Context: an optimization exercise on an open-source flow, tuned for small area. The choices shown serve that exercise and are no tape-out recipe.
Function was checked by simulation only, so behaviour that the tests miss may differ from the original.
Power is estimated from default activity; no workload was simulated.

## flow/config.mk

```make
export PLATFORM = sky130hd
export DESIGN_NAME = ly_2257_7
export DESIGN_NICKNAME = ly_2257_7
export VERILOG_FILES = /design/flow/design.v
export SDC_FILE = /design/flow/constraint.sdc
export NUM_CORES = 4
export LEC_CHECK = 0
export CAP_MARGIN = 20
export CORE_MARGIN = 2
export CORE_UTILIZATION = 60
export PLACE_DENSITY = 0.75
export SLEW_MARGIN = 20
```

## flow/flow/run.sh

```bash
#!/bin/bash
# The standard ORFS layout (standard.sh) with three changes:
#  - ABC restructures the logic (&deepsyn) and maps it for area (flow/abc_area.script),
#    otherwise the synthesis is synth_recipe.tcl unchanged;
#  - the ports get buf_1 buffers;
#  - the clock tree uses clkbuf_8 over sink clusters of up to 20 flip-flops (80 um across),
#    without dummy loads.
set -euo pipefail
here=$(pwd)
export BUFFER_PORTS_ARGS="-buffer_cell sky130_fd_sc_hd__buf_1"
export CTS_ARGS="-sink_clustering_enable -repair_clock_nets -dont_use_dummy_load -sink_clustering_size 20 -sink_clustering_max_diameter 80 -buf_list sky130_fd_sc_hd__clkbuf_8"
if [[ -f flow/abc_area.script ]]; then
  { head -n 1 synth_recipe.tcl
    echo "proc abc {args} { set i [lsearch -exact \$args -script]; if {\$i >= 0} { lset args [expr {\$i+1}] $here/flow/abc_area.script }; yosys abc {*}\$args }"
    tail -n +2 synth_recipe.tcl; } > own_synth.tcl
  sed "s#SYNTH_SCRIPT=[^ ]*#SYNTH_SCRIPT=$here/own_synth.tcl#" standard.sh > own_standard.sh
else
  cp standard.sh own_standard.sh
fi
bash own_standard.sh > standard_flow.log 2>&1
```

## flow/constraint.sdc

```tcl
create_clock -name core_clock -period 10.0 [get_ports {clk_in}]
set_input_delay 2.0000 -clock core_clock [delete_from_list [all_inputs] [get_ports {clk_in}]]
set_output_delay 2.0000 -clock core_clock [all_outputs]
set_load 0.01 [all_outputs]
```

## flow/flow/abc_area.script

```
strash
&get -n
&deepsyn -T 60
&nf -a -p -R 1000
&put
topo
```

## flow/design.v

```verilog
module ly_2257_7_lfsr(clk_in, rst, det);
parameter K    = 14;
parameter FT   = 0;
parameter NN   = 0;
parameter A    = 0;
parameter B    = 0;
parameter J    = 0;
parameter [K-1:0] X    = 0;
parameter [K-1:0] MASK = 0;
parameter [K-1:0] RSTV = 0;
parameter [K-1:0] INV  = 0;
input  clk_in;
input  rst;
output det;
reg  [K-1:0] t;                  
wire [K-1:0] s = t ^ INV;        
assign det = ((s ^ X) & MASK) == 0;
wire x = s[A];
wire y = s[B];
wire g = (FT == 0) ? x :
         (FT == 1) ? (x & y) :
         (FT == 2) ? (x | y) :
         (FT == 3) ? (x ^ y) : (x & ~y);
wire fb = s[K-1] ^ g ^ NN;
localparam XG  = (FT == 0) ? X[A] :
                 (FT == 1) ? (X[A] & X[B]) :
                 (FT == 2) ? (X[A] | X[B]) :
                 (FT == 3) ? (X[A] ^ X[B]) : (X[A] & ~X[B]);
localparam XJ  = (J == 0) ? !(X[K-1] ^ XG ^ NN) : !X[(J == 0) ? 0 : J-1];
wire [K-1:0] nat = {s[K-2:0], fb};
reg  [K-1:0] n;
always @(*)
begin
	n = nat;
	if(det)
		n[J] = XJ;
end
always @(posedge clk_in or negedge rst)
begin
	if(!rst)
		t <= RSTV ^ INV;
	else
		t <= n ^ INV;
end
endmodule
module ly_2257_7_1(clk_in,rst,en,clk_div);
parameter K    = 14;
parameter FT   = 0;
parameter NN   = 0;
parameter A    = 0;
parameter B    = 0;
parameter J    = 0;
parameter [K-1:0] X    = 0;
parameter [K-1:0] MASK = 0;
parameter [K-1:0] RSTV = 0;
parameter [K-1:0] INV  = 0;
input       clk_in;
input       rst;
input       en;
output reg  clk_div;
wire det;
ly_2257_7_lfsr #(.K(K), .FT(FT), .NN(NN), .A(A), .B(B), .J(J),
                 .X(X), .MASK(MASK), .RSTV(RSTV), .INV(INV)) cnt(clk_in, rst, det);
always@(posedge clk_in or negedge rst)
begin
	if(!rst)
		clk_div <= 0;
	else if(en && det)
		clk_div <= !clk_div;
end
endmodule
module ly_2257_7_2(oct,dig,codeout);
input oct;
input [2:0] dig;
output reg [7:0] codeout;
always@ (*)
	begin
		codeout[7] = oct;
		case(dig)
			3'd1:    codeout[6:0] = 7'b000_0110;     
			3'd2:    codeout[6:0] = 7'b101_1011;     
			3'd3:    codeout[6:0] = 7'b100_1111;     
			3'd4:    codeout[6:0] = 7'b110_0110;     
			3'd5:    codeout[6:0] = 7'b110_1101;     
			3'd6:    codeout[6:0] = 7'b111_1100;     
			3'd7:    codeout[6:0] = 7'b000_0111;     
			default: codeout[6:0] = 7'b011_1111;     
		endcase
	end
endmodule
module ly_2257_7_3(clk_in,rst,auto,Key,clk_out,clk_out2,codeout,low,middle);
input clk_in;
input rst;
input auto;
input [13:0]  Key;
output reg   clk_out;
output reg   clk_out2;
output [7:0] codeout;
output wire  [6:0] low;
output wire  [6:0] middle;
reg  [2:0] c8;
wire       d2 = c8[0];
wire       d4 = c8[0] & c8[1];
wire       d8 = &c8;
wire       d7, d13, d19;
always @(posedge clk_in or negedge rst)
begin
	if(!rst)
		c8 <= 3'd0;
	else
		c8 <= c8 + 3'd1;
end
ly_2257_7_lfsr #(.K(3), .FT(4), .NN(1), .A(0), .B(1), .J(0), .X(3'd3), .MASK(3'd3), .RSTV(3'd6), .INV(3'd7)) s7(clk_in,rst,d7);
ly_2257_7_lfsr #(.K(4), .FT(0), .NN(0), .A(0), .B(0), .J(0), .X(4'd13), .MASK(4'd7), .RSTV(4'd11), .INV(4'd15)) s13(clk_in,rst,d13);
ly_2257_7_lfsr #(.K(5), .FT(0), .NN(0), .A(0), .B(0), .J(1), .X(5'd15), .MASK(5'd14), .RSTV(5'd29), .INV(5'd31)) s19(clk_in,rst,d19);
ly_2257_7_1 #(.K(10), .FT(0), .NN(0), .A(6), .B(0), .J(8), .X(10'd222), .MASK(10'd999), .RSTV(10'd189), .INV(10'd255)) l1(clk_in,rst,d19,low[0]);
ly_2257_7_1 #(.K(11), .FT(0), .NN(0), .A(2), .B(0), .J(1), .X(11'd938), .MASK(11'd765), .RSTV(11'd1878), .INV(11'd2046)) l2(clk_in,rst,d8,low[1]);
ly_2257_7_1 #(.K(5), .FT(0), .NN(0), .A(2), .B(0), .J(3), .X(5'd2), .MASK(5'd29), .RSTV(5'd12), .INV(5'd0)) l3(clk_in,rst,d4 & d7 & d13,low[2]);
ly_2257_7_1 #(.K(13), .FT(0), .NN(0), .A(9), .B(0), .J(3), .X(13'd4134), .MASK(13'd8094), .RSTV(13'd69), .INV(13'd7)) l4(clk_in,rst,d2,low[3]);
ly_2257_7_1 #(.K(12), .FT(1), .NN(1), .A(3), .B(6), .J(0), .X(12'd1028), .MASK(12'd4094), .RSTV(12'd2056), .INV(12'd0)) l5(clk_in,rst,d2,low[4]);
ly_2257_7_1 #(.K(13), .FT(0), .NN(0), .A(3), .B(0), .J(4), .X(13'd4085), .MASK(13'd8189), .RSTV(13'd8186), .INV(13'd8176)) l6(clk_in,rst,1'b1,low[5]);
ly_2257_7_1 #(.K(11), .FT(0), .NN(0), .A(3), .B(0), .J(2), .X(11'd18), .MASK(11'd1789), .RSTV(11'd32), .INV(11'd0)) l7(clk_in,rst,d4,low[6]);
ly_2257_7_1 #(.K(12), .FT(0), .NN(0), .A(0), .B(0), .J(3), .X(12'd1057), .MASK(12'd3063), .RSTV(12'd2123), .INV(12'd7)) m1(clk_in,rst,d2,middle[0]);
ly_2257_7_1 #(.K(13), .FT(0), .NN(0), .A(6), .B(0), .J(11), .X(13'd2564), .MASK(13'd7934), .RSTV(13'd7176), .INV(13'd6144)) m2(clk_in,rst,1'b1,middle[1]);
ly_2257_7_1 #(.K(13), .FT(0), .NN(0), .A(7), .B(0), .J(3), .X(13'd7352), .MASK(13'd7407), .RSTV(13'd6520), .INV(13'd8184)) m3(clk_in,rst,1'b1,middle[2]);
ly_2257_7_1 #(.K(7), .FT(0), .NN(0), .A(5), .B(0), .J(3), .X(7'd1), .MASK(7'd124), .RSTV(7'd10), .INV(7'd0)) m4(clk_in,rst,d2 & d19,middle[3]);
ly_2257_7_1 #(.K(11), .FT(0), .NN(0), .A(7), .B(0), .J(8), .X(11'd2047), .MASK(11'd2046), .RSTV(11'd1790), .INV(11'd2047)) m5(clk_in,rst,d2,middle[4]);
ly_2257_7_1 #(.K(9), .FT(0), .NN(0), .A(4), .B(0), .J(3), .X(9'd347), .MASK(9'd507), .RSTV(9'd190), .INV(9'd511)) m6(clk_in,rst,d7,middle[5]);
ly_2257_7_1 #(.K(12), .FT(1), .NN(1), .A(2), .B(10), .J(0), .X(12'd8), .MASK(12'd2045), .RSTV(12'd16), .INV(12'd0)) m7(clk_in,rst,1'b1,middle[6]);
wire t577;
ly_2257_7_lfsr #(.K(10), .FT(0), .NN(0), .A(2), .B(0), .J(2), .X(10'd905), .MASK(10'd491), .RSTV(10'd791), .INV(10'd3)) tempo(clk_in,rst,t577);
wire step_4HZ = !c8[0] & d13 & t577;
reg  [5:0] count_n;
wire [5:0] count = ~count_n;
wire       cdet  = ((count ^ 6'd62) & 6'd62) == 0;
wire       cfb   = !(count[5] ^ (count[0] & count[1]));
reg  [5:0] cnext;
always @(*)
begin
	cnext = {count[4:0], cfb};
	if(cdet)
		cnext[2] = 1'b0;
end
always @(posedge clk_in or negedge rst)
begin
	if(!rst)
		count_n <= ~6'd31;
	else if(auto && step_4HZ)
		count_n <= ~cnext;
end
reg       toct;
reg [2:0] tdig;
reg       tmulti;
reg [2:0] ldig, mdig;
integer   i;
always @(*)
begin
	ldig = 3'd0;
	mdig = 3'd0;
	for(i = 6; i >= 0; i = i - 1)
	begin
		if(Key[i])   ldig = i + 1;
		if(Key[i+7]) mdig = i + 1;
	end
end
wire       koct   = (ldig == 3'd0) && (mdig != 3'd0);
wire [2:0] kdig   = koct ? mdig : ldig;
wire       kmulti = |(Key & (Key - 14'd1));
always @(posedge clk_in or negedge rst)
begin
	if(!rst)
	begin
		toct   <= 1'b0;
		tdig   <= 3'd0;
		tmulti <= 1'b0;
	end
	else
	begin
		if(!auto)
		begin
			toct   <= koct;
			tdig   <= kdig;
			tmulti <= kmulti;
		end
		else
		begin
			case(count)
				6'd62: begin toct <= 1'b0; tdig <= 3'd0; end
				6'd56: begin toct <= 1'b1; tdig <= 3'd3; end
				6'd48: begin toct <= 1'b1; tdig <= 3'd5; end
				6'd32: begin toct <= 1'b1; tdig <= 3'd3; end
				6'd0 : begin toct <= 1'b1; tdig <= 3'd2; end
				6'd1 : begin toct <= 1'b1; tdig <= 3'd3; end
				6'd3 : begin toct <= 1'b1; tdig <= 3'd5; end
				6'd6 : begin toct <= 1'b1; tdig <= 3'd3; end
				6'd13: begin toct <= 1'b1; tdig <= 3'd2; end
				6'd27: begin toct <= 1'b1; tdig <= 3'd2; end
				6'd54: begin toct <= 1'b1; tdig <= 3'd5; end
				6'd44: begin toct <= 1'b1; tdig <= 3'd3; end
				6'd24: begin toct <= 1'b1; tdig <= 3'd2; end
				6'd49: begin toct <= 1'b1; tdig <= 3'd3; end
				6'd34: begin toct <= 1'b1; tdig <= 3'd5; end
				6'd4 : begin toct <= 1'b1; tdig <= 3'd2; end
				6'd9 : begin toct <= 1'b1; tdig <= 3'd1; end
				6'd19: begin toct <= 1'b1; tdig <= 3'd1; end
				6'd38: begin toct <= 1'b1; tdig <= 3'd1; end
				6'd12: begin toct <= 1'b1; tdig <= 3'd2; end
				6'd25: begin toct <= 1'b1; tdig <= 3'd3; end
				6'd51: begin toct <= 1'b1; tdig <= 3'd6; end
				6'd39: begin toct <= 1'b1; tdig <= 3'd6; end
				6'd15: begin toct <= 1'b1; tdig <= 3'd3; end
				6'd30: begin toct <= 1'b1; tdig <= 3'd2; end
				6'd61: begin toct <= 1'b1; tdig <= 3'd2; end
				6'd58: begin toct <= 1'b1; tdig <= 3'd2; end
				6'd52: begin toct <= 1'b1; tdig <= 3'd1; end
				6'd40: begin toct <= 1'b1; tdig <= 3'd2; end
				6'd16: begin toct <= 1'b1; tdig <= 3'd3; end
				6'd33: begin toct <= 1'b1; tdig <= 3'd3; end
				6'd2 : begin toct <= 1'b1; tdig <= 3'd5; end
				6'd5 : begin toct <= 1'b1; tdig <= 3'd3; end
				6'd11: begin toct <= 1'b1; tdig <= 3'd5; end
				6'd22: begin toct <= 1'b1; tdig <= 3'd5; end
				6'd45: begin toct <= 1'b1; tdig <= 3'd3; end
				6'd26: begin toct <= 1'b1; tdig <= 3'd2; end
				6'd53: begin toct <= 1'b1; tdig <= 3'd3; end
				6'd42: begin toct <= 1'b1; tdig <= 3'd5; end
				6'd20: begin toct <= 1'b1; tdig <= 3'd3; end
				6'd41: begin toct <= 1'b1; tdig <= 3'd2; end
				6'd18: begin toct <= 1'b1; tdig <= 3'd3; end
				6'd37: begin toct <= 1'b1; tdig <= 3'd5; end
				6'd10: begin toct <= 1'b1; tdig <= 3'd3; end
				6'd21: begin toct <= 1'b0; tdig <= 3'd5; end
				6'd43: begin toct <= 1'b1; tdig <= 3'd6; end
				6'd23: begin toct <= 1'b1; tdig <= 3'd6; end
				6'd46: begin toct <= 1'b1; tdig <= 3'd3; end
				6'd28: begin toct <= 1'b1; tdig <= 3'd3; end
				6'd57: begin toct <= 1'b1; tdig <= 3'd3; end
				6'd50: begin toct <= 1'b1; tdig <= 3'd2; end
				6'd36: begin toct <= 1'b1; tdig <= 3'd1; end
				6'd8 : begin toct <= 1'b1; tdig <= 3'd2; end
				6'd17: begin toct <= 1'b1; tdig <= 3'd3; end
				6'd35: begin toct <= 1'b1; tdig <= 3'd2; end
				6'd7 : begin toct <= 1'b1; tdig <= 3'd1; end
				6'd14: begin toct <= 1'b1; tdig <= 3'd2; end
				6'd29: begin toct <= 1'b1; tdig <= 3'd3; end
				6'd59: begin toct <= 1'b1; tdig <= 3'd2; end
				6'd55: begin toct <= 1'b1; tdig <= 3'd6; end
				6'd47: begin toct <= 1'b1; tdig <= 3'd6; end
			endcase
			if(count != 6'd31 && count != 6'd60 && count != 6'd63)
				tmulti <= 1'b0;
		end
	end
end
wire [7:0] lwave = {low, 1'b0};
wire [7:0] mwave = {middle, 1'b0};
always@(*)
	clk_out = (toct ? mwave[tdig] : lwave[tdig]) & !tmulti;
always @(*)	clk_out2 = clk_out;
ly_2257_7_2 show(
	.oct(toct),
	.dig(tdig),
	.codeout(codeout)
);
endmodule
module ly_2257_7(clk_in,rst,auto,Key,clk_out,clk_out2,codeout,low,middle);
input 		clk_in; 
input 		rst; 
input			auto; 
input [13:0]Key;
output wire [7:0]	codeout;  
output wire	clk_out;		 
output wire clk_out2;	 
output wire [6:0]low;
output wire [6:0]middle;
ly_2257_7_3 play(
	.clk_in(clk_in),
	.rst(rst),
	.auto(auto),
	.Key(Key) ,
	.clk_out(clk_out),
	.codeout(codeout),
	.low(low),
	.clk_out2(clk_out2),
	.middle(middle)
);
endmodule
```

## flow/standard.sh

```bash
#!/bin/bash
# synth_recipe.tcl (not shown) runs the flow's synth.tcl, then flattens the netlist and writes it again
# the make line also repeats each setting of config.mk as NAME=value (left out here)
make -C /OpenROAD-flow-scripts/flow DESIGN_CONFIG=/design/flow/config.mk WORK_HOME=/design/flow/orfs CLKGATE_MAP_FILE= SYNTH_SCRIPT=/design/flow/synth_recipe.tcl "${@:-finish}"
```

==> impl_results.md, run 1 <==
* TritonRoute pass-1 iters at 5
* Yosys warns at 34
* Launch point of the worst path: play.tdig[1]
* Layout cells sized above 1 at 0.109
* Slew of the pin with the lowest slew margin at 0.896 ns
* Critical path's top delay family: flip-flops
* Kind of critical path: reg -> out
* Die Span X at between 100 and 150 um
* Hold Startpoint: play.l5.cnt.t[2]
* Slowest cell on crit path: dfrtp_1
* Syn Inst Count at between 400 and 500
* Fin nets at 536
* Synth-to-Final Area Change at 6.17%
* Leakage at just over 3 nW
* TritonCTS buffer count at 14
* FF+latch count, synth at approximately 200
* Max Root-Sink Buffers at 3
* Post-synth EDFFs at 0
* Worst slack at placement at 5.58 ns
* FFs w/ async S/R, synth at 1.00
* Slew Limit Fails at 0
* Post-CTS Resized at 0
* Fill cell count at 807
* N_diodes at 0
* Run status: finished clean
* CP Buf/Inv Count at 2
* Worst-Skew Late Latency at 0.47 ns
* Critical-path cell list: clkinv_1 -> nand2_1 -> nor2_1 -> nor4_1 -> o21ai_0 -> a21oi_1 -> buf_1
* DRC at 0
* Power per Cell Area at 168 nW/um2
* Mean area per synthesized cell at 14.2 um2
* Top_reg_cell synth: dfrtp_1
* Global-route wire length before repair at 18.6 mm
* Gpl congestion at 0.887
* Max Clock Freq at ~230 MHz
* Number of routed nets with antenna violations at 0
* Detail-routed net length per standard cell at 17.1 um
* Most frequent cell after synthesis: dfrtp_1
* Setup bufs post-CTS at 0
* Sw Share at 0.207
* Initial core utilization at 0.618
* Final min period at 4.27 ns
* DR vias/cell at 5.68
* CTS tree: built
* GRT Total Usage at 0.196
* Vias at approximately 3,700
* Final period util at 0.427
* RSZ-0062 raised after global routing: no
* Int Power at 953 uW
* Reg area at roughly 5000 um2
* Overflow after GRT at 0
* CTS root buffer: clkbuf_8
* Clock Power Share at 0.289
* Hold path depth at 0
* Tightest slew margin relative to the limit at 0.403
* # port buffers at 40
* Worst path max stage delay at 0.54 ns
* Setup TNS at 0 ns
* Seq pwr share at 0.682
* CTS Sinks at 202
* Post-synth top cells: 163 x dfrtp_1, 44 x nor2_1, 39 x dfstp_2, 33 x nand2_1, 20 x xnor2_1
* Fin worst setup slack at 5.73 ns
* Net switching power at 249 uW
* Yosys top cell area share at 0.604
* Area of the multi-input gates at 1510 um2
* DRT Wirelength at between 10 and 15 mm
* Vias in the first global route at 3,710
* Peak supply drop at 128 uV
* Syn Nets at 494
* Row count at 38
* Mapped cell area at 6760 um2
* Hold-fix buffers at CTS at 0
* Synth top area cells: dfrtp_1 60%, dfstp_2 15%, xnor2_1 2.6%
* Hold Crit Class: reg -> reg
* FF-to-FF setup slack at 7.63 ns
* Reg2reg start: play.count_n[0]
* Core area at 10,900 um2
* Combinational Power Share at 0.029
* Final setup viols at 0
* Instance count on the critical path at 7
* Count of final hold-check violations at 0
* Seq/Total Area, Yosys at 0.756
* Crit path launch type: register
* Max cap viols at 0
* Die area at between 10,000 and 15,000 um2
* Initial drt markers at 355
* Htree depth at 1
* Unique masters post-synth at 46
* Final HPWL DP at 7.75 mm
* Max FO, Critical Path at 10
* Ports at 41
* Clock transition at path regs at 0.12 ns
* Reg2Reg Depth at 8
* Yosys top cell by area: dfrtp_1
* Initial antenna violation count at 0
* Post-Route Skew at around 0.065 ns
* Worst path required time at 8.00 ns
* Chip Height at approximately 110 um
* Arrival time worst endpoint at 2.27 ns
* Setup crit end kind: primary output
* Largest net degree at the start of global routing at just under 80
[cell families after synthesis]
family | after synthesis | share of synthesized area
AND/OR/NAND/NOR | 157 | 0.122
buffers and inverters | 23 | 0.0217
XOR/XNOR | 31 | 0.0402
AO/OA/AOI/OAI | 57 | 0.0519
multiplexers | 3 | 0.00463
flip-flops | 202 | 0.756
adder cells (fa/ha/maj) | 2 | 0.00370
[stage by stage]
stage	cells	util	power (mW)	area [um2]	hold slack, ns
after floorplan	475	-	0.846	6760	0.331
after global placement	641	0.638	0.870	6980	0.334
after detailed placement	641	0.638	0.871	6980	0.336
after CTS	655	0.656	1.22	7170	0.290
after global routing	655	0.656	1.25	7170	0.297
final	655	0.656	1.20	7170	0.300
[worst paths after layout]
path | end
max in group asynchronous | play.m1.cnt.t[7]
max reg2reg | play.toct
min reg2reg | play.l5.cnt.t[3]
min in group asynchronous | play.m7.cnt.t[9]
min | play.l5.cnt.t[3]
max | clk_out
[cell type report]
class	count	share of cell area
Multi-Input combinational cell	250	0.210
Timing Repair Buffer	42	0.0236
Sequential cell	202	0.712
Clock buffer	14	0.0269
Tap cell	140	0.0244
Inverter	7	0.00366
[metal layers]
| metal | part of all wire | vias to the layer above | global-route usage |
|---|---|---|---|
| li1 | - | 1706 | - |
| met1 | 0.48 | 1913 | 0.307 |
| met2 | 0.46 | 87 | 0.298 |
| met3 | 0.044 | 13 | 0.0306 |
| met4 | 0.016 | 0 | 0.0429 |
| met5 | 0 | - | 0 |
[flip-flops by register name, indices dropped and copies added, names as in the netlist, 6 cells and up]
name	flops
play.m6.cnt.t	9
play.l4.cnt.t	13
play.m2.cnt.t	13
play.m1.cnt.t	12
play.l7.cnt.t	11
play.m4.cnt.t	7
play.tempo.t	10
play.l2.cnt.t	11
play.l5.cnt.t	12
play.m7.cnt.t	12
play.l1.cnt.t	10
play.count_n	6
play.l6.cnt.t	13
play.m5.cnt.t	11
play.m3.cnt.t	13
[power by group through the flow]
| stage | clock network, mW | logic [mW] | registers, mW |
|---|---|---|---|
| after floorplan | 0 | 0.0111 | 0.835 |
| after global placement | 0 | 0.0342 | 0.836 |
| after detailed placement | 0 | 0.0356 | 0.836 |
| after CTS | 0.362 | 0.0358 | 0.821 |
| after global routing | 0.391 | 0.0405 | 0.821 |
| final | 0.347 | 0.0347 | 0.821 |
[cells in the final DEF, fill, tap and decap left out, drive strengths merged, types with 15 or more instances in the layout]
cell / count
o21ai: 16
nand2: 33
xnor2: 20
nor2: 44
dfstp: 39
a21oi: 19
buf: 41
dfrtp: 163
clkbuf: 15
nor4: 15
==> run 2: changes to the inputs <==
==> flow/flow/abc_area.script (replaced) <==
strash
&get -n
&deepsyn -T 60
&dch -f
&nf -a
&put
topo
==> run 2 against run 1 <==
  * Worst setup slack better by 0.0053 ns
  * Critical path depth shrank 1
  * Combinational power up 7.2%
  * Power rose by 0.53%
  * Via count is 4.9% lower
  * Clock skew down 0.015 ns
  * Clock-buffer cell count stayed put
  * Largest cell class unchanged
==> impl_results.md, run 2 <==
* Run status: finished clean
* Leakage at 3.06 nW (-0.19%)
* Arrival time worst endpoint at 2.27 ns (about the same)
* Final HPWL DP at 7.45 mm (-3.8%)
* Setup crit end kind: primary output
* Post-synthesis mux area share at 0.00838 (+0.00375)
* CTS root buffer: clkbuf_8
* Design area at 7150 um2 (-0.33%)
* DRT Wirelength at 10.9 mm (-2.9%)
* Largest net degree at the start of global routing at 84 (+6.3%)
* Seq/Total Area, Yosys at 0.759 (+0.00394)
* Fin worst setup slack at 5.73 ns (+0.00527 ns)
* Yosys top cell area share at 0.607 (+0.00315)
* Max FO, Critical Path at 9 (-1)
* Power Total at 1.21 mW (+0.53%)
* Hold Crit Class: reg -> reg
* Gpl congestion at 0.850 (-4.1%)
* Yosys top cell by area: dfrtp_1
* Post-synthesis compound-gate area fraction at 0.0542 (+0.00232)
* Hold-fix buffers at CTS at 0 (unchanged)
* Hold Startpoint: play.l5.cnt.t[0]
* Vias in the first global route at 3,641 (-1.9%)
* # port buffers at 40 (unchanged)
* RSZ-0062 raised after global routing: no
* Worst slack at placement at 6.24 ns (+0.656 ns)
* Final min period at 4.27 ns (-0.00527 ns)
* Chip Height at 110 um (-0.25%)
* Max cap viols at 0 (unchanged)
* Final setup viols at 0 (unchanged)
* Setup TNS at 0 ns (unchanged)
* Syn Inst Count at 454 (-4.4%)
* Tightest slew margin relative to the limit at 0.489 (+0.0862)
* DR vias/cell at 5.57 (-1.9%)
* Layout cells sized above 1 at 0.117 (+0.00843)
* Fin nets at 516 (-3.7%)
* Final core utilization at 0.657 (+0.000681)
* Reg2reg start: play.tempo.t[8]
* Clock transition at path regs at 0.11 ns (about the same)
* Synth Area in Adders at 0.00372 (+0.0000193)
* Post-CTS Resized at 0 (unchanged)
* Mapped cell area at 6720 um2 (-0.52%)
* Initial antenna violation count at 0 (unchanged)
* Slew of the pin with the lowest slew margin at 0.767 ns (-0.129 ns)
* FF+latch count, synth at 202 (unchanged)
* Placement Cell Area at 6950 um2 (-0.39%)
* Largest family of logic cells by synthesized area: simple AND/OR/NAND/NOR gates
* Synth top area cells: dfrtp_1 61%, dfstp_2 15%, xnor2_1 2.9%
* Die Span X at 110 um (-0.25%)
* Post-Route Skew at 0.0505 ns (-0.0149 ns)
* Kind of critical path: reg -> out
* CTS tree: built
* Worst reg2reg endpoint: play.count_n[1]
* Initial drt markers at 282 (-21%)
* Number of routed nets with antenna violations at 0 (unchanged)
* Vias at 3,537 (-4.9%)
* DRC at 0 (unchanged)
* Global-route wire length before repair at 18.0 mm (-3.2%)
* Hold Path End: play.l5.cnt.t[1]
* Slew Limit Fails at 0 (unchanged)
* FFs w/ async S/R, synth at 1.00 (unchanged)
* Non-Filler Instances at 635 (-3.1%)
* Power per Cell Area at 169 nW/um2 (+0.86%)
* Overflow after GRT at 0 (unchanged)
* Htree depth at 1 (unchanged)
* TritonCTS buffer count at 14 (unchanged)
* FF-to-FF setup slack at 7.95 ns (+0.32 ns)
* Launch point of the worst path: play.tdig[1]
* Most frequent cell after synthesis: dfrtp_1
* Most common cell after layout, fill and taps aside: dfrtp_1
* Area of the multi-input gates at 1470 um2 (-2.3%)
* Worst path required time at 8.00 ns (about the same)
* N_diodes at 0 (unchanged)
* Fill cell count at 763 (-5.5%)
* Worst-Skew Late Latency at 0.48 ns (about the same)
* Dpl cells at 621 (-3.1%)
* Reg area at 5100 um2 (unchanged)
* Initial core utilization at 0.617 (about the same)
* Row count at 38 (unchanged)
* Setup bufs post-CTS at 0 (unchanged)
* Xor and xnor area share after synthesis at 0.0430 (+0.00282)
* Worst hold slack at 0.286 ns (-0.0141 ns)
* Ports at 41 (unchanged)
* Most frequent cells in the layout: 163 x dfrtp_1, 39 x buf_1, 39 x dfstp_2
* Reg2Reg Depth at 5 (-3)
* Syn Nets at 473 (-4.3%)
* Peak supply drop at 148 uV (+15%)
* Post-synth EDFFs at 0 (unchanged)
* TritonRoute pass-1 iters at 4 (-1)
* Post-synth top cells: 163 x dfrtp_1, 39 x dfstp_2, 32 x nor2_1, 27 x nand2_1, 22 x xnor2_1
* Simple-Gate Fraction of Synth Area at 0.109 (-0.0130)
* Yosys warns at 34 (unchanged)
* GRT Total Usage at 0.192 (-0.00373)
* Final period util at 0.427 (-0.000527)
* Detail-routed net length per standard cell at 17.1 um (+0.15%)
* Hold path depth at 0 (unchanged)
* CTS Sinks at 202 (unchanged)
* Count of final hold-check violations at 0 (unchanged)
* Crit path launch type: register
* Synth-to-Final Area Change at 6.37%
* Mean area per synthesized cell at 14.8 um2 (+4.1%)
* Die area at 12,100 um2 (-0.50%)
* Top_reg_cell synth: dfrtp_1
* Core area at 10,900 um2 (-0.44%)
* Max Root-Sink Buffers at 3 (unchanged)
* Max Clock Freq at 234 MHz (+0.12%)
* Unique masters post-synth at 51 (+11%)
run 2: changes by cell type in the layout (fill, tap and decap cells not counted), sizes merged, moves of 3 or more:
cell	before	now
nor2	44	32
nor3	12	8
a21oi	19	16
nand2	33	27
o21ai	16	6
run 2: worst max-delay path by stage:
stage | slack (ns) | end
after floorplan | 6.40 | clk_out2
after global placement | 6.37 | play.l1.cnt.t[7]
after detailed placement | 6.24 | clk_out
after CTS | 5.73 | clk_out
after global routing | 5.55 | clk_out2
final | 5.73 | clk_out
run 2: critical path, stage by stage, from the launching register on:
cell and delay [ns]:
dfrtp_1 0.49, nor2b_1 0.37, a222oi_1 0.15, nand2_1 0.09, o21ai_0 0.08, a211oi_1 0.42, buf_1 0.21
run 2: cell families (layout without fill, tap and decap cells):
kind of cell | after synthesis | count (layout)
flops | 202 | 202
compound gates | 54 | 54
xor+xnor | 33 | 33
buf+inv | 23 | 64
fa+ha+maj | 2 | 2
mux | 4 | 4
simple gates | 136 | 136
run 2: area by class of cell:
type | count | area share
clock buffer | 14 | 0.0270
inverter | 7 | 0.00368
multi-input combinational | 229 | 0.206
sequential | 202 | 0.714
tap | 140 | 0.0245
timing repair buffer | 43 | 0.0252
run 2: power breakdown:
part / internal (mW) / leakage, nW / switching, mW / total, mW
logic: 0.00909 / 0.532 / 0.0281 / 0.0372
clock network: 0.127 / 0.101 / 0.223 / 0.351
registers: 0.819 / 2.42 / 0.00236 / 0.821
total: 0.955 / 3.06 / 0.254 / 1.21
run 2: routing by layer:
metal  vias up  global-route usage  share of wire
li1       1651                   -              -
met1      1817               0.281           0.47
met2        52               0.307           0.48
met3        17              0.0326          0.032
met4         0              0.0488          0.017
met5         -                   0              0
==> run 3: changes to the inputs <==
==> flow/flow/abc_area.script (replaced) <==
strash
&get -n
&deepsyn -J 1000
&dch -f
&nf -a
&put
topo
==> run 3 against run 2 <==
  * Global-route usage is the same
  * Still clean
  * Critical path type unchanged
  * Maximum frequency unchanged
  * Clock-buffer cell count unchanged
  * Non-clock buffer count is the same
==> impl_results.md, run 3 <==
* Overflow after GRT at 0 (unchanged)
* FF+latch count, synth at 202 (unchanged)
* Hold Path End: play.l5.cnt.t[1]
* Vias in the first global route at 3,641 (unchanged)
* DRT Wirelength at 10.9 mm (unchanged)
* Worst-Skew Late Latency at 0.48 ns (about the same)
* Number of routed nets with antenna violations at 0 (unchanged)
* Setup TNS at 0 ns (unchanged)
* Syn Nets at 473 (unchanged)
* CTS Sinks at 202 (unchanged)
* Ports at 41 (unchanged)
* GRT Total Usage at 0.192 (unchanged)
* Unique masters post-synth at 51 (unchanged)
* Syn Inst Count at 454 (unchanged)
* Setup crit end kind: primary output
* Worst slack at placement at 6.24 ns (unchanged)
* DR vias/cell at 5.57 (unchanged)
* Clock Power Share at 0.290 (about the same)
* RSZ-0062 raised after global routing: no
* Clock transition at path regs at 0.11 ns (about the same)
* Initial drt markers at 282 (unchanged)
* Seq/Total Area, Yosys at 0.759 (unchanged)
* Combinational Power Share at 0.031 (about the same)
* Htree depth at 1 (unchanged)
* Gpl congestion at 0.850 (unchanged)
* Die Span X at 110 um (unchanged)
* Design area at 7150 um2 (unchanged)
* N_diodes at 0 (unchanged)
* Sw Share at 0.210 (unchanged)
* Largest net degree at the start of global routing at 84 (unchanged)
* Layout cells sized above 1 at 0.117 (unchanged)
* Synth-to-Final Area Change at 6.37% (unchanged)
* Kind of critical path: reg -> out
* Worst reg2reg endpoint: play.count_n[1]
* Yosys top cell area share at 0.607 (unchanged)
* Int Power at 955 uW (unchanged)
* Post-synth EDFFs at 0 (unchanged)
* Vias at 3,537 (unchanged)
* Final min period at 4.27 ns (unchanged)
* FF-to-FF setup slack at 7.95 ns (about the same)
* Slew of the pin with the lowest slew margin at 0.767 ns (unchanged)
* Setup bufs post-CTS at 0 (unchanged)
* TritonCTS buffer count at 14 (unchanged)
* Peak supply drop at 148 uV (unchanged)
* Count of final hold-check violations at 0 (unchanged)
* Max cap viols at 0 (unchanged)
* FFs w/ async S/R, synth at 1.00 (unchanged)
* Core area at 10,900 um2 (unchanged)
* Slew Limit Fails at 0 (unchanged)
* Yosys warns at 34 (unchanged)
* Worst path required time at 8.00 ns (about the same)
* CTS root buffer: clkbuf_8
* Die area at 12,100 um2 (unchanged)
* Launch point of the worst path: play.tdig[1]
* Max Root-Sink Buffers at 3 (unchanged)
* Max Clock Freq at 234 MHz (unchanged)
* CTS tree: built
* Most frequent cell after synthesis: dfrtp_1
* Hold path depth at 0 (unchanged)
* Chip Height at 110 um (unchanged)
* Final period util at 0.427 (unchanged)
* # port buffers at 40 (unchanged)
* Fin nets at 516 (unchanged)
* Arrival time worst endpoint at 2.27 ns (about the same)
* Seq pwr share at 0.679 (about the same)
* Leakage at 3.06 nW (unchanged)
* Yosys top cell by area: dfrtp_1
* Most frequent cells in the layout: 163 x dfrtp_1, 39 x buf_1, 39 x dfstp_2
* Initial core utilization at 0.617 (unchanged)
* Hold Startpoint: play.l5.cnt.t[0]
* Top_reg_cell synth: dfrtp_1
* Power per Cell Area at 169 nW/um2 (unchanged)
* Initial antenna violation count at 0 (unchanged)
* Mapped cell area at 6720 um2 (unchanged)
* Tightest slew margin relative to the limit at 0.489 (unchanged)
* Post-synth top cells: 163 x dfrtp_1, 39 x dfstp_2, 32 x nor2_1, 27 x nand2_1, 22 x xnor2_1
* Run status: finished clean
* Most common cell after layout, fill and taps aside: dfrtp_1
* Fin worst setup slack at 5.73 ns (unchanged)
* Row count at 38 (unchanged)
* TritonRoute pass-1 iters at 4 (unchanged)
* Hold-fix buffers at CTS at 0 (unchanged)
* Reg2Reg Depth at 5 (unchanged)
* Final setup viols at 0 (unchanged)
* Placement Cell Area at 6950 um2 (unchanged)
* Detail-routed net length per standard cell at 17.1 um (unchanged)
* Global-route wire length before repair at 18.0 mm (unchanged)
* Reg2reg start: play.tempo.t[8]
* Max FO, Critical Path at 9 (unchanged)
* Mean area per synthesized cell at 14.8 um2 (unchanged)
* Post-Route Skew at 0.0505 ns (unchanged)
* Hold Crit Class: reg -> reg
* Post-CTS Resized at 0 (unchanged)
* Net switching power at 254 uW (unchanged)
* DRC at 0 (unchanged)
* Crit path launch type: register
* Final HPWL DP at 7.45 mm (unchanged)
* Synth top area cells: dfrtp_1 61%, dfstp_2 15%, xnor2_1 2.9%
[run 3: how the worst max path moves through the flow]
| stage | endpoint | slack [ns] |
|---|---|---|
| 3_5_place_dp | clk_out | 6.24 |
| 2_1_floorplan | clk_out2 | 6.40 |
| 6_report | clk_out | 5.73 |
| 4_1_cts | clk_out | 5.73 |
| 5_1_grt | clk_out2 | 5.55 |
| 3_3_place_gp | play.l1.cnt.t[7] | 6.37 |
[run 3: power by group through the flow]
stage / clock network (mW) / registers [mW] / logic, mW
2_1_floorplan: 0 / 0.836 / 0.0126
3_3_place_gp: 0 / 0.836 / 0.0369
3_5_place_dp: 0 / 0.836 / 0.0381
4_1_cts: 0.362 / 0.821 / 0.0382
5_1_grt: 0.395 / 0.821 / 0.0432
6_report: 0.351 / 0.821 / 0.0372
[run 3: kinds of logic after synthesis]
logic type | count (synthesis) | share of synthesized area
xor+xnor | 33 | 0.0430
mux | 4 | 0.00838
flops | 202 | 0.759
buf+inv | 23 | 0.0218
simple gates | 136 | 0.109
fa+ha+maj | 2 | 0.00372
compound gates | 54 | 0.0542
[run 3: layer usage]
layer / GRT usage / vias up / share of wire
li1: - / 1651 / -
met1: 0.281 / 1817 / 0.47
met2: 0.307 / 52 / 0.48
met3: 0.0326 / 17 / 0.032
met4: 0.0488 / 0 / 0.017
met5: 0 / - / 0
[run 3: worst max-delay path: stages (launching register included)]
cell and delay (ns):
dfrtp_1 0.49, nor2b_1 0.37, a222oi_1 0.15, nand2_1 0.09, o21ai_0 0.08, a211oi_1 0.42
buf_1 0.21
[run 3: final cells by class]
type | count | area [um2]
flip-flops and latches | 202 | 5100
inverters | 7 | 26.3
well taps | 140 | 175
fillers | 763 | 3740
multi-input cells | 229 | 1470
repair buffers | 43 | 180
clock buffers | 14 | 193
[run 3: through the flow]
stage,instances,power [mW],hold slack [ns],util
4_1_cts,635,1.22,0.287,0.656
2_1_floorplan,454,0.848,0.331,-
3_3_place_gp,621,0.873,0.334,0.638
3_5_place_dp,621,0.874,0.335,0.638
6_report,635,1.21,0.286,0.657
5_1_grt,635,1.26,0.299,0.657
==> run 4: changes to the inputs <==
--- a/flow/design.v
+++ b/flow/design.v
@@ -43,7 +43,7 @@
 		t <= n ^ INV;
 end
 endmodule
-module ly_2257_7_1(clk_in,rst,en,clk_div);
+module ly_2257_7_1(clk_in,rst,clk_div);
 parameter K    = 14;
 parameter FT   = 0;
 parameter NN   = 0;
@@ -56,7 +56,6 @@
 parameter [K-1:0] INV  = 0;
 input       clk_in;
 input       rst;
-input       en;
 output reg  clk_div;
 wire det;
 ly_2257_7_lfsr #(.K(K), .FT(FT), .NN(NN), .A(A), .B(B), .J(J),
@@ -65,7 +64,7 @@
 begin
 	if(!rst)
 		clk_div <= 0;
-	else if(en && det)
+	else if(det)
 		clk_div <= !clk_div;
 end
 endmodule
@@ -98,38 +97,22 @@
 output [7:0] codeout;
 output wire  [6:0] low;
 output wire  [6:0] middle;
-reg  [2:0] c8;
-wire       d2 = c8[0];
-wire       d4 = c8[0] & c8[1];
-wire       d8 = &c8;
-wire       d7, d13, d19;
-always @(posedge clk_in or negedge rst)
-begin
-	if(!rst)
-		c8 <= 3'd0;
-	else
-		c8 <= c8 + 3'd1;
-end
-ly_2257_7_lfsr #(.K(3), .FT(4), .NN(1), .A(0), .B(1), .J(0), .X(3'd3), .MASK(3'd3), .RSTV(3'd6), .INV(3'd7)) s7(clk_in,rst,d7);
-ly_2257_7_lfsr #(.K(4), .FT(0), .NN(0), .A(0), .B(0), .J(0), .X(4'd13), .MASK(4'd7), .RSTV(4'd11), .INV(4'd15)) s13(clk_in,rst,d13);
-ly_2257_7_lfsr #(.K(5), .FT(0), .NN(0), .A(0), .B(0), .J(1), .X(5'd15), .MASK(5'd14), .RSTV(5'd29), .INV(5'd31)) s19(clk_in,rst,d19);
-ly_2257_7_1 #(.K(10), .FT(0), .NN(0), .A(6), .B(0), .J(8), .X(10'd222), .MASK(10'd999), .RSTV(10'd189), .INV(10'd255)) l1(clk_in,rst,d19,low[0]);
-ly_2257_7_1 #(.K(11), .FT(0), .NN(0), .A(2), .B(0), .J(1), .X(11'd938), .MASK(11'd765), .RSTV(11'd1878), .INV(11'd2046)) l2(clk_in,rst,d8,low[1]);
-ly_2257_7_1 #(.K(5), .FT(0), .NN(0), .A(2), .B(0), .J(3), .X(5'd2), .MASK(5'd29), .RSTV(5'd12), .INV(5'd0)) l3(clk_in,rst,d4 & d7 & d13,low[2]);
-ly_2257_7_1 #(.K(13), .FT(0), .NN(0), .A(9), .B(0), .J(3), .X(13'd4134), .MASK(13'd8094), .RSTV(13'd69), .INV(13'd7)) l4(clk_in,rst,d2,low[3]);
-ly_2257_7_1 #(.K(12), .FT(1), .NN(1), .A(3), .B(6), .J(0), .X(12'd1028), .MASK(12'd4094), .RSTV(12'd2056), .INV(12'd0)) l5(clk_in,rst,d2,low[4]);
-ly_2257_7_1 #(.K(13), .FT(0), .NN(0), .A(3), .B(0), .J(4), .X(13'd4085), .MASK(13'd8189), .RSTV(13'd8186), .INV(13'd8176)) l6(clk_in,rst,1'b1,low[5]);
-ly_2257_7_1 #(.K(11), .FT(0), .NN(0), .A(3), .B(0), .J(2), .X(11'd18), .MASK(11'd1789), .RSTV(11'd32), .INV(11'd0)) l7(clk_in,rst,d4,low[6]);
-ly_2257_7_1 #(.K(12), .FT(0), .NN(0), .A(0), .B(0), .J(3), .X(12'd1057), .MASK(12'd3063), .RSTV(12'd2123), .INV(12'd7)) m1(clk_in,rst,d2,middle[0]);
-ly_2257_7_1 #(.K(13), .FT(0), .NN(0), .A(6), .B(0), .J(11), .X(13'd2564), .MASK(13'd7934), .RSTV(13'd7176), .INV(13'd6144)) m2(clk_in,rst,1'b1,middle[1]);
-ly_2257_7_1 #(.K(13), .FT(0), .NN(0), .A(7), .B(0), .J(3), .X(13'd7352), .MASK(13'd7407), .RSTV(13'd6520), .INV(13'd8184)) m3(clk_in,rst,1'b1,middle[2]);
-ly_2257_7_1 #(.K(7), .FT(0), .NN(0), .A(5), .B(0), .J(3), .X(7'd1), .MASK(7'd124), .RSTV(7'd10), .INV(7'd0)) m4(clk_in,rst,d2 & d19,middle[3]);
-ly_2257_7_1 #(.K(11), .FT(0), .NN(0), .A(7), .B(0), .J(8), .X(11'd2047), .MASK(11'd2046), .RSTV(11'd1790), .INV(11'd2047)) m5(clk_in,rst,d2,middle[4]);
-ly_2257_7_1 #(.K(9), .FT(0), .NN(0), .A(4), .B(0), .J(3), .X(9'd347), .MASK(9'd507), .RSTV(9'd190), .INV(9'd511)) m6(clk_in,rst,d7,middle[5]);
-ly_2257_7_1 #(.K(12), .FT(1), .NN(1), .A(2), .B(10), .J(0), .X(12'd8), .MASK(12'd2045), .RSTV(12'd16), .INV(12'd0)) m7(clk_in,rst,1'b1,middle[6]);
-wire t577;
-ly_2257_7_lfsr #(.K(10), .FT(0), .NN(0), .A(2), .B(0), .J(2), .X(10'd905), .MASK(10'd491), .RSTV(10'd791), .INV(10'd3)) tempo(clk_in,rst,t577);
-wire step_4HZ = !c8[0] & d13 & t577;
+ly_2257_7_1 #(.K(14), .FT(1), .NN(1), .A(2), .B(9), .J(3), .X(14'd68), .MASK(14'd16251), .RSTV(14'd129), .INV(14'd0)) l1(clk_in,rst,low[0]);
+ly_2257_7_1 #(.K(14), .FT(4), .NN(1), .A(4), .B(11), .J(8), .X(14'd8799), .MASK(14'd16376), .RSTV(14'd1471), .INV(14'd255)) l2(clk_in,rst,low[1]);
+ly_2257_7_1 #(.K(14), .FT(4), .NN(1), .A(3), .B(8), .J(11), .X(14'd1919), .MASK(14'd11262), .RSTV(14'd1791), .INV(14'd2047)) l3(clk_in,rst,low[2]);
+ly_2257_7_1 #(.K(14), .FT(2), .NN(0), .A(11), .B(12), .J(1), .X(14'd4389), .MASK(14'd11991), .RSTV(14'd8777), .INV(14'd1)) l4(clk_in,rst,low[3]);
+ly_2257_7_1 #(.K(13), .FT(0), .NN(0), .A(2), .B(0), .J(8), .X(13'd6275), .MASK(13'd8183), .RSTV(13'd4103), .INV(13'd0)) l5(clk_in,rst,low[4]);
+ly_2257_7_1 #(.K(13), .FT(0), .NN(0), .A(3), .B(0), .J(4), .X(13'd4085), .MASK(13'd8189), .RSTV(13'd8186), .INV(13'd8176)) l6(clk_in,rst,low[5]);
+ly_2257_7_1 #(.K(13), .FT(1), .NN(1), .A(10), .B(11), .J(7), .X(13'd4040), .MASK(13'd7162), .RSTV(13'd7952), .INV(13'd8064)) l7(clk_in,rst,low[6]);
+ly_2257_7_1 #(.K(13), .FT(0), .NN(0), .A(2), .B(0), .J(10), .X(13'd3688), .MASK(13'd6907), .RSTV(13'd6352), .INV(13'd7168)) m1(clk_in,rst,middle[0]);
+ly_2257_7_1 #(.K(13), .FT(0), .NN(0), .A(7), .B(0), .J(12), .X(13'd5119), .MASK(13'd6142), .RSTV(13'd6142), .INV(13'd8191)) m2(clk_in,rst,middle[1]);
+ly_2257_7_1 #(.K(13), .FT(0), .NN(0), .A(7), .B(0), .J(3), .X(13'd7352), .MASK(13'd7407), .RSTV(13'd6520), .INV(13'd8184)) m3(clk_in,rst,middle[2]);
+ly_2257_7_1 #(.K(13), .FT(1), .NN(1), .A(1), .B(4), .J(1), .X(13'd3), .MASK(13'd7930), .RSTV(13'd5), .INV(13'd1)) m4(clk_in,rst,middle[3]);
+ly_2257_7_1 #(.K(12), .FT(4), .NN(1), .A(1), .B(2), .J(9), .X(12'd354), .MASK(12'd4079), .RSTV(12'd196), .INV(12'd0)) m5(clk_in,rst,middle[4]);
+ly_2257_7_1 #(.K(12), .FT(1), .NN(1), .A(1), .B(2), .J(2), .X(12'd4031), .MASK(12'd4030), .RSTV(12'd3963), .INV(12'd4095)) m6(clk_in,rst,middle[5]);
+ly_2257_7_1 #(.K(12), .FT(0), .NN(0), .A(0), .B(0), .J(6), .X(12'd1224), .MASK(12'd4055), .RSTV(12'd2512), .INV(12'd4032)) m7(clk_in,rst,middle[6]);
+wire step_4HZ;
+ly_2257_7_lfsr #(.K(14), .FT(1), .NN(1), .A(4), .B(7), .J(1), .X(14'd3557), .MASK(14'd15343), .RSTV(14'd5763), .INV(14'd1)) tempo(clk_in,rst,step_4HZ);
 reg  [5:0] count_n;
 wire [5:0] count = ~count_n;
 wire       cdet  = ((count ^ 6'd62) & 6'd62) == 0;
--- a/flow/flow/run.sh
+++ b/flow/flow/run.sh
@@ -1,6 +1,6 @@
 #!/bin/bash
 # The standard ORFS layout (standard.sh) with three changes:
-#  - ABC restructures the logic (&deepsyn) and maps it for area (flow/abc_area.script),
+#  - ABC maps the logic with an area-oriented script (flow/abc_area.script),
 #    otherwise the synthesis is synth_recipe.tcl unchanged;
 #  - the ports get buf_1 buffers;
 #  - the clock tree uses clkbuf_8 over sink clusters of up to 20 flip-flops (80 um across),
==> flow/flow/abc_area.script (replaced) <==
strash
&get -n
&dch -f
&nf -R 1000 -a
&put
topo
==> run 4 against run 3 <==
  * Still clean
  * Sequential share of layout area shrank 1.2 points
  * Clock skew grew 0.0086 ns
  * Register-to-register slack lost 0.81 ns
  * Maximum frequency grew 5.7%
  * Largest cell class unchanged
  * Largest power group unchanged
  * Highest routed layer unchanged
==> impl_results.md, run 4 <==
* Syn Inst Count at 536 (+18%)
* Fin worst setup slack at 5.96 ns (+0.228 ns)
* CTS tree: built
* Leakage at 3.28 nW (+7.3%)
* Tightest slew margin relative to the limit at 0.371 (-0.118)
* Overflow after GRT at 0 (unchanged)
* CTS Sinks at 222 (+9.9%)
* Max FO, Critical Path at 7 (-2)
* Top_reg_cell synth: dfrtp_1
* Mapped cell area at 7530 um2 (+12%)
* Worst path required time at 8.00 ns (about the same)
* FFs w/ async S/R, synth at 1.00 (unchanged)
* Placement Cell Area at 7780 um2 (+12%)
* Fill cell count at 899 (+18%)
* Core area at 12,100 um2 (+11%)
* Hold-fix buffers at CTS at 0 (unchanged)
* Fin nets at 596 (+16%)
* Mean area per synthesized cell at 14.0 um2 (-5.1%)
* Post-CTS Resized at 0 (unchanged)
* Worst hold slack at 0.307 ns (+0.0207 ns)
* Worst slack at placement at 6.34 ns (+0.100 ns)
* Most frequent cells in the layout: 180 x dfrtp_1, 45 x nand2_1, 43 x nor2_1
* Run status: finished clean
* Gpl congestion at 0.885 (+4.1%)
* Initial antenna violation count at 0 (unchanged)
* Yosys top cell area share at 0.599 (-0.00846)
* Power per Cell Area at 165 nW/um2 (-2.3%)
* Htree depth at 1 (unchanged)
* Setup crit end kind: primary output
* N_diodes at 0 (unchanged)
* Design area at 7990 um2 (+12%)
* Unique masters post-synth at 44 (-14%)
* Slew Limit Fails at 0 (unchanged)
* Number of routed nets with antenna violations at 0 (unchanged)
* Power Total at 1.32 mW (+9.3%)
* Layout cells sized above 1 at 0.109 (-0.00799)
* TritonRoute pass-1 iters at 5 (+1)
* Non-Filler Instances at 745 (+17%)
* Hold Crit Class: reg -> reg
* Setup TNS at 0 ns (unchanged)
* Dpl cells at 730 (+18%)
* # port buffers at 40 (unchanged)
* DRT Wirelength at 12.8 mm (+18%)
* Row count at 40 (+5.3%)
* Die Span X at 116 um (+5.6%)
* Final period util at 0.404 (-0.0228)
* Seq/Total Area, Yosys at 0.745 (-0.0143)
* Final setup viols at 0 (unchanged)
* Clock transition at path regs at 0.11 ns (about the same)
* GRT Total Usage at 0.202 (+0.00938)
* Kind of critical path: reg -> out
* Syn Nets at 553 (+17%)
* DR vias/cell at 5.66 (+1.6%)
* Most common cell after layout, fill and taps aside: dfrtp_1
* RSZ-0062 raised after global routing: no
* Die area at 13,500 um2 (+12%)
* Ports at 41 (unchanged)
* Global-route wire length before repair at 21.4 mm (+19%)
* Detail-routed net length per standard cell at 17.2 um (+0.51%)
* Yosys warns at 31 (-8.8%)
* Slew of the pin with the lowest slew margin at 0.944 ns (+0.177 ns)
* Vias in the first global route at 4,223 (+16%)
* Arrival time worst endpoint at 2.04 ns (-0.23 ns)
* Chip Height at 116 um (+5.6%)
* Count of final hold-check violations at 0 (unchanged)
* Final HPWL DP at 8.83 mm (+18%)
* Most frequent cell after synthesis: dfrtp_1
* Max Root-Sink Buffers at 3 (unchanged)
* Max cap viols at 0 (unchanged)
* Post-synth EDFFs at 0 (unchanged)
* Crit path launch type: register
* Final min period at 4.04 ns (-0.228 ns)
* TritonCTS buffer count at 15 (+1)
* FF+latch count, synth at 222 (+9.9%)
* Initial core utilization at 0.621 (+0.00417)
* Initial drt markers at 398 (+41%)
* Max Clock Freq at 248 MHz (+5.7%)
* Post-synth top cells: 180 x dfrtp_1, 45 x nand2_1, 43 x nor2_1, 42 x dfstp_2
* Largest net degree at the start of global routing at 83 (-1.2%)
* Peak supply drop at 121 uV (-18%)
* Synth-to-Final Area Change at 6.18%
* Yosys top cell by area: dfrtp_1
* Setup bufs post-CTS at 0 (unchanged)
* DRC at 0 (unchanged)
* Worst-Skew Late Latency at 0.47 ns (about the same)
* Post-Route Skew at 0.0591 ns (+0.00862 ns)
* Final core utilization at 0.660 (+0.00330)
* Synth top area cells: dfrtp_1 60%, dfstp_2 15%, xnor2_1 2.3%
* Vias at 4,217 (+19%)
* CTS root buffer: clkbuf_8
run 4: report_power, final:
group / internal, mW / leakage [nW] / switching (mW)
Combinational: 0.0111 / 0.555 / 0.0323
Clock: 0.136 / 0.108 / 0.238
Sequential: 0.900 / 2.62 / 0.00370
run 4: final timing paths:
kind | startpoint | to | slack [ns] | depth (start not counted)
worst min register to register | play.m1.cnt.t[11] | play.m1.cnt.t[12] | 0.31 | 0
worst max register to register | play.count_n[5] | play.toct | 7.14 | 9
min in group asynchronous | rst | play.m6.cnt.t[1] | 1.59 | 1
worst max-delay path | play.toct | clk_out2 | 5.96 | 6
max in group asynchronous | rst | play.l3.cnt.t[13] | 6.88 | 2
worst min-delay path | play.m1.cnt.t[11] | play.m1.cnt.t[12] | 0.31 | 0
run 4: cell type report:
type / instances / area, um2 / area share
repair buffers: 42 / 169 / 0.0211
multi-input cells: 295 / 1790 / 0.224
flip-flops and latches: 222 / 5610 / 0.702
well taps: 168 / 210 / 0.0263
inverters: 3 / 11.3 / 0.00141
clock buffers: 15 / 206 / 0.0258
run 4: logic make-up after synthesis:
kind of cell / Yosys count / share of synthesized area
compound gates: 71 / 0.0585
xor+xnor: 30 / 0.0349
buf+inv: 19 / 0.0175
flops: 222 / 0.745
mux: 7 / 0.0150
simple gates: 187 / 0.129
run 4: metal layers:
metal,share of wire,track usage
met2,0.46,0.299
met5,0,0
met3,0.042,0.0366
met1,0.49,0.321
met4,0.015,0.0421
run 4: critical path: stages (launching register included):
cell and delay [ns]:
dfrtp_1 0.53, mux4_2 0.54, nand2_1 0.08, nand2_1 0.05
a21oi_1 0.15, nor2_1 0.08, buf_1 0.13
==> run 5: changes to the inputs <==
--- a/flow/flow/run.sh
+++ b/flow/flow/run.sh
@@ -1,6 +1,6 @@
 #!/bin/bash
 # The standard ORFS layout (standard.sh) with three changes:
-#  - ABC maps the logic with an area-oriented script (flow/abc_area.script),
+#  - ABC restructures the logic (&deepsyn) and maps it for area (flow/abc_area.script),
 #    otherwise the synthesis is synth_recipe.tcl unchanged;
 #  - the ports get buf_1 buffers;
 #  - the clock tree uses clkbuf_8 over sink clusters of up to 20 flip-flops (80 um across),
==> flow/flow/abc_area.script (replaced) <==
strash
&get -n
&deepsyn -T 60
&dch -f
&nf -a
&put
topo
==> run 5 against run 4 <==
  * Sequential power is essentially flat
  * Largest power group unchanged
  * Area after synthesis shrank 4.2%
  * Sequential cell count unchanged
  * First-iteration DRC count is 13% lower
  * Core utilization fell by 1.5 points
  * Clock skew rose by 0.014 ns
  * Power is 0.16% lower
  * Highest routed layer unchanged
  * Critical path type unchanged
  * Via count shrank 10%
  * Combinational power is 3% lower
  * Clock power about the same
  * Design area decreased by 4.2%
  * Still clean
  * Worst setup slack lost 0.39 ns
  * Largest cell class unchanged
==> impl_results.md, run 5 <==
* Critical-path cell list: or2_0 -> nor2_1 -> or4_1 -> a311oi_1 -> buf_1
* Simple-Gate Fraction of Synth Area at 0.115 (-0.0145)
* RSZ-0062 raised after global routing: no
* Kind of critical path: reg -> out
* Most common cell after layout, fill and taps aside: dfrtp_1
* Fin worst setup slack at 5.57 ns (-0.390 ns)
* Worst reg2reg endpoint: play.tdig[2]
* Initial core utilization at 0.608 (-0.0136)
* Post-synth top cells: 180 x dfrtp_1, 42 x dfstp_2, 34 x nor2_1, 30 x nand2_1, 22 x xnor2_1
* Layout cells sized above 1 at 0.114 (+0.00510)
* Global-route wire length before repair at 19.1 mm (-11%)
* FFs w/ async S/R, synth at 1.00 (unchanged)
* Xor and xnor area share after synthesis at 0.0340 (-0.000897)
* Overflow after GRT at 0 (unchanged)
* Leakage at 3.20 nW (-2.4%)
* Hold Path End: play.m4.cnt.t[9]
* Power Total at 1.32 mW (-0.16%)
* Htree depth at 1 (unchanged)
* Max Clock Freq at 226 MHz (-8.8%)
* Yosys warns at 31 (unchanged)
* Ports at 41 (unchanged)
* Max cap viols at 0 (unchanged)
* Max FO, Critical Path at 9 (+2)
* Mapped cell area at 7210 um2 (-4.2%)
* FF+latch count, synth at 222 (unchanged)
* Worst-Skew Late Latency at 0.48 ns (about the same)
* DRT Wirelength at 11.1 mm (-14%)
* Yosys top cell area share at 0.625 (+0.0263)
* Vias at 3,781 (-10%)
* Post-CTS Resized at 0 (unchanged)
* Most frequent cells in the layout: 180 x dfrtp_1, 42 x dfstp_2, 39 x buf_1
* Die Span X at 114 um (-2.1%)
* Arrival time worst endpoint at 2.43 ns (+0.39 ns)
* Die area at 12,900 um2 (-4.1%)
* Synth top area cells: dfrtp_1 62%, dfstp_2 15%, xnor2_1 2.7%
* Clock transition at path regs at 0.11 ns (about the same)
* CTS Sinks at 222 (unchanged)
* FF-to-FF setup slack at 7.61 ns (+0.47 ns)
* Synth-to-Final Area Change at 6.14% (about the same)
* Final setup viols at 0 (unchanged)
* Largest family of logic cells by synthesized area: simple AND/OR/NAND/NOR gates
* Slew of the pin with the lowest slew margin at 0.843 ns (-0.100 ns)
* Top_reg_cell synth: dfrtp_1
* Gpl congestion at 0.820 (-7.4%)
* Mean area per synthesized cell at 14.9 um2 (+6.1%)
* Run status: finished clean
* Row count at 40 (unchanged)
* TritonRoute pass-1 iters at 4 (-1)
* Unique masters post-synth at 43 (-2.3%)
* N_diodes at 0 (unchanged)
* Detail-routed net length per standard cell at 16.5 um (-4.2%)
* Count of final hold-check violations at 0 (unchanged)
* Post-synthesis compound-gate area fraction at 0.0486 (-0.00993)
* Setup bufs post-CTS at 0 (unchanged)
* Final HPWL DP at 7.39 mm (-16%)
* Peak supply drop at 107 uV (-12%)
* Post-Route Skew at 0.0730 ns (+0.0138 ns)
* Worst path required time at 8.00 ns (about the same)
* Fin nets at 544 (-8.7%)
* Largest net degree at the start of global routing at 89 (+7.2%)
* # port buffers at 40 (unchanged)
* CTS tree: built
* Post-synthesis mux area share at 0.00625 (-0.00871)
* Syn Nets at 501 (-9.4%)
* TritonCTS buffer count at 15 (unchanged)
* Chip Height at 114 um (-2.1%)
* Core area at 11,900 um2 (-2.1%)
* Final core utilization at 0.645 (-0.0147)
* Crit path launch type: register
* Hold-fix buffers at CTS at 0 (unchanged)
* Reg2Reg Depth at 5 (-4)
* Worst slack at placement at 6.10 ns (-0.235 ns)
* Yosys top cell by area: dfrtp_1
* DRC at 0 (unchanged)
* Worst path max stage delay at 0.51 ns (-0.03 ns)
* Initial drt markers at 347 (-13%)
* Slowest cell on crit path: dfrtp_1
* DR vias/cell at 5.63 (-0.60%)
* Hold path depth at 0 (unchanged)
* Syn Inst Count at 484 (-9.7%)
* Setup crit end kind: primary output
* Final min period at 4.43 ns (+0.390 ns)
* Tightest slew margin relative to the limit at 0.438 (+0.0667)
* Reg2reg start: play.count_n[1]
* Hold Startpoint: play.m4.cnt.t[8]
* Synth Area in Adders at 0 (unchanged)
* Power per Cell Area at 172 nW/um2 (+4.3%)
* GRT Total Usage at 0.185 (-0.0165)
* Vias in the first global route at 3,795 (-10%)
* Final period util at 0.443 (+0.0390)
* Max Root-Sink Buffers at 3 (unchanged)
* Number of routed nets with antenna violations at 0 (unchanged)
* Hold Crit Class: reg -> reg
* CTS root buffer: clkbuf_8
* Seq/Total Area, Yosys at 0.778 (+0.0327)
* Worst hold slack at 0.360 ns (+0.0534 ns)
* Post-synth EDFFs at 0 (unchanged)
* Initial antenna violation count at 0 (unchanged)
* Slew Limit Fails at 0 (unchanged)
* Setup TNS at 0 ns (unchanged)
* Most frequent cell after synthesis: dfrtp_1
==> run 5: metrics by stage <==
stage	cell area, um2	instances
final	7650	672
after global placement	7440	657
after global routing	7650	672
after floorplan	7210	484
after detailed placement	7440	657
after CTS	7650	672
==> run 5: metal layers <==
layer / up-vias / routed length [um] / GRT usage
met5: - / 0 / 0
met4: 0 / 248 / 0.0439
met3: 20 / 513 / 0.0324
met2: 101 / 5180 / 0.281
met1: 1923 / 5150 / 0.289
li1: 1737 / - / -
==> run 5: worst max path at each step <==
stage,endpoint,cells after the start,slack (ns),startpoint
finish,clk_out,5,5.57,play.tdig[2]
global route,clk_out2,5,5.42,play.tdig[2]
CTS,clk_out,5,5.55,play.tdig[2]
detailed placement,clk_out,5,6.10,play.tdig[2]
global placement,clk_out,5,6.16,play.tdig[2]
floorplan,clk_out2,5,6.15,play.tdig[2]
==> run 5: worst max-delay path, delay by kind of cell (launching register included) <==
family | cells | cell delay (ns)
compound gates | 1 | 0.45
buf+inv | 1 | 0.20
flops | 1 | 0.51
simple gates | 3 | 0.80
==> run 5: cells by family after synthesis <==
group | count (synthesis)
flip-flops | 222
XOR/XNOR | 28
buffers and inverters | 20
AO/OA/AOI/OAI | 56
AND/OR/NAND/NOR | 154
multiplexers | 4
==> run 5: power by group <==
part	switching (mW)	total, mW	internal [mW]	leakage, nW
logic	0.0320	0.0421	0.0101	0.473
clock network	0.238	0.374	0.136	0.108
registers	0.00304	0.903	0.900	2.62
==> run 5: layout make-up <==
cell class	count	area [um2]
Sequential cell	222	5610
Fill cell	851	4210
Multi-Input combinational cell	242	1470
Clock buffer	15	206
Tap cell	147	184
Timing Repair Buffer	42	173
Inverter	4	15.0

[re-timing with driven ports]
The results above use ideal ports. As a check the final layouts listed here were re-extracted and re-timed, cells and wires unchanged. Step 1: set_driving_cell puts a clkbuf_16 on clk_in and a buf_2 on each other input, an assumption about the parent block. Step 2, shift: input delay + t, output delay - t, t = (earliest + latest rising clock arrival at the registers) / 2. This alone moves slack from input paths to output paths. Three values: no drivers, after step 1, after step 2; two values: the first two.
run	t, ns	setup slack, ns	worst register clock-pin slew, ns
run 1	0.469	5.728 / 5.697 / 5.794	0.12 / 0.12
run 2	0.488	5.733 / 5.697 / 6.185	0.11 / 0.11
run 3	0.488	5.733 / 5.697 / 6.185	0.11 / 0.11
run 4	0.484	5.962 / 5.925 / 6.348	0.11 / 0.11
run 5	0.477	5.572 / 5.540 / 6.016	0.12 / 0.12
After both steps setup and hold are still met in every run listed. The worst setup slack also covers recovery checks on asynchronous resets.
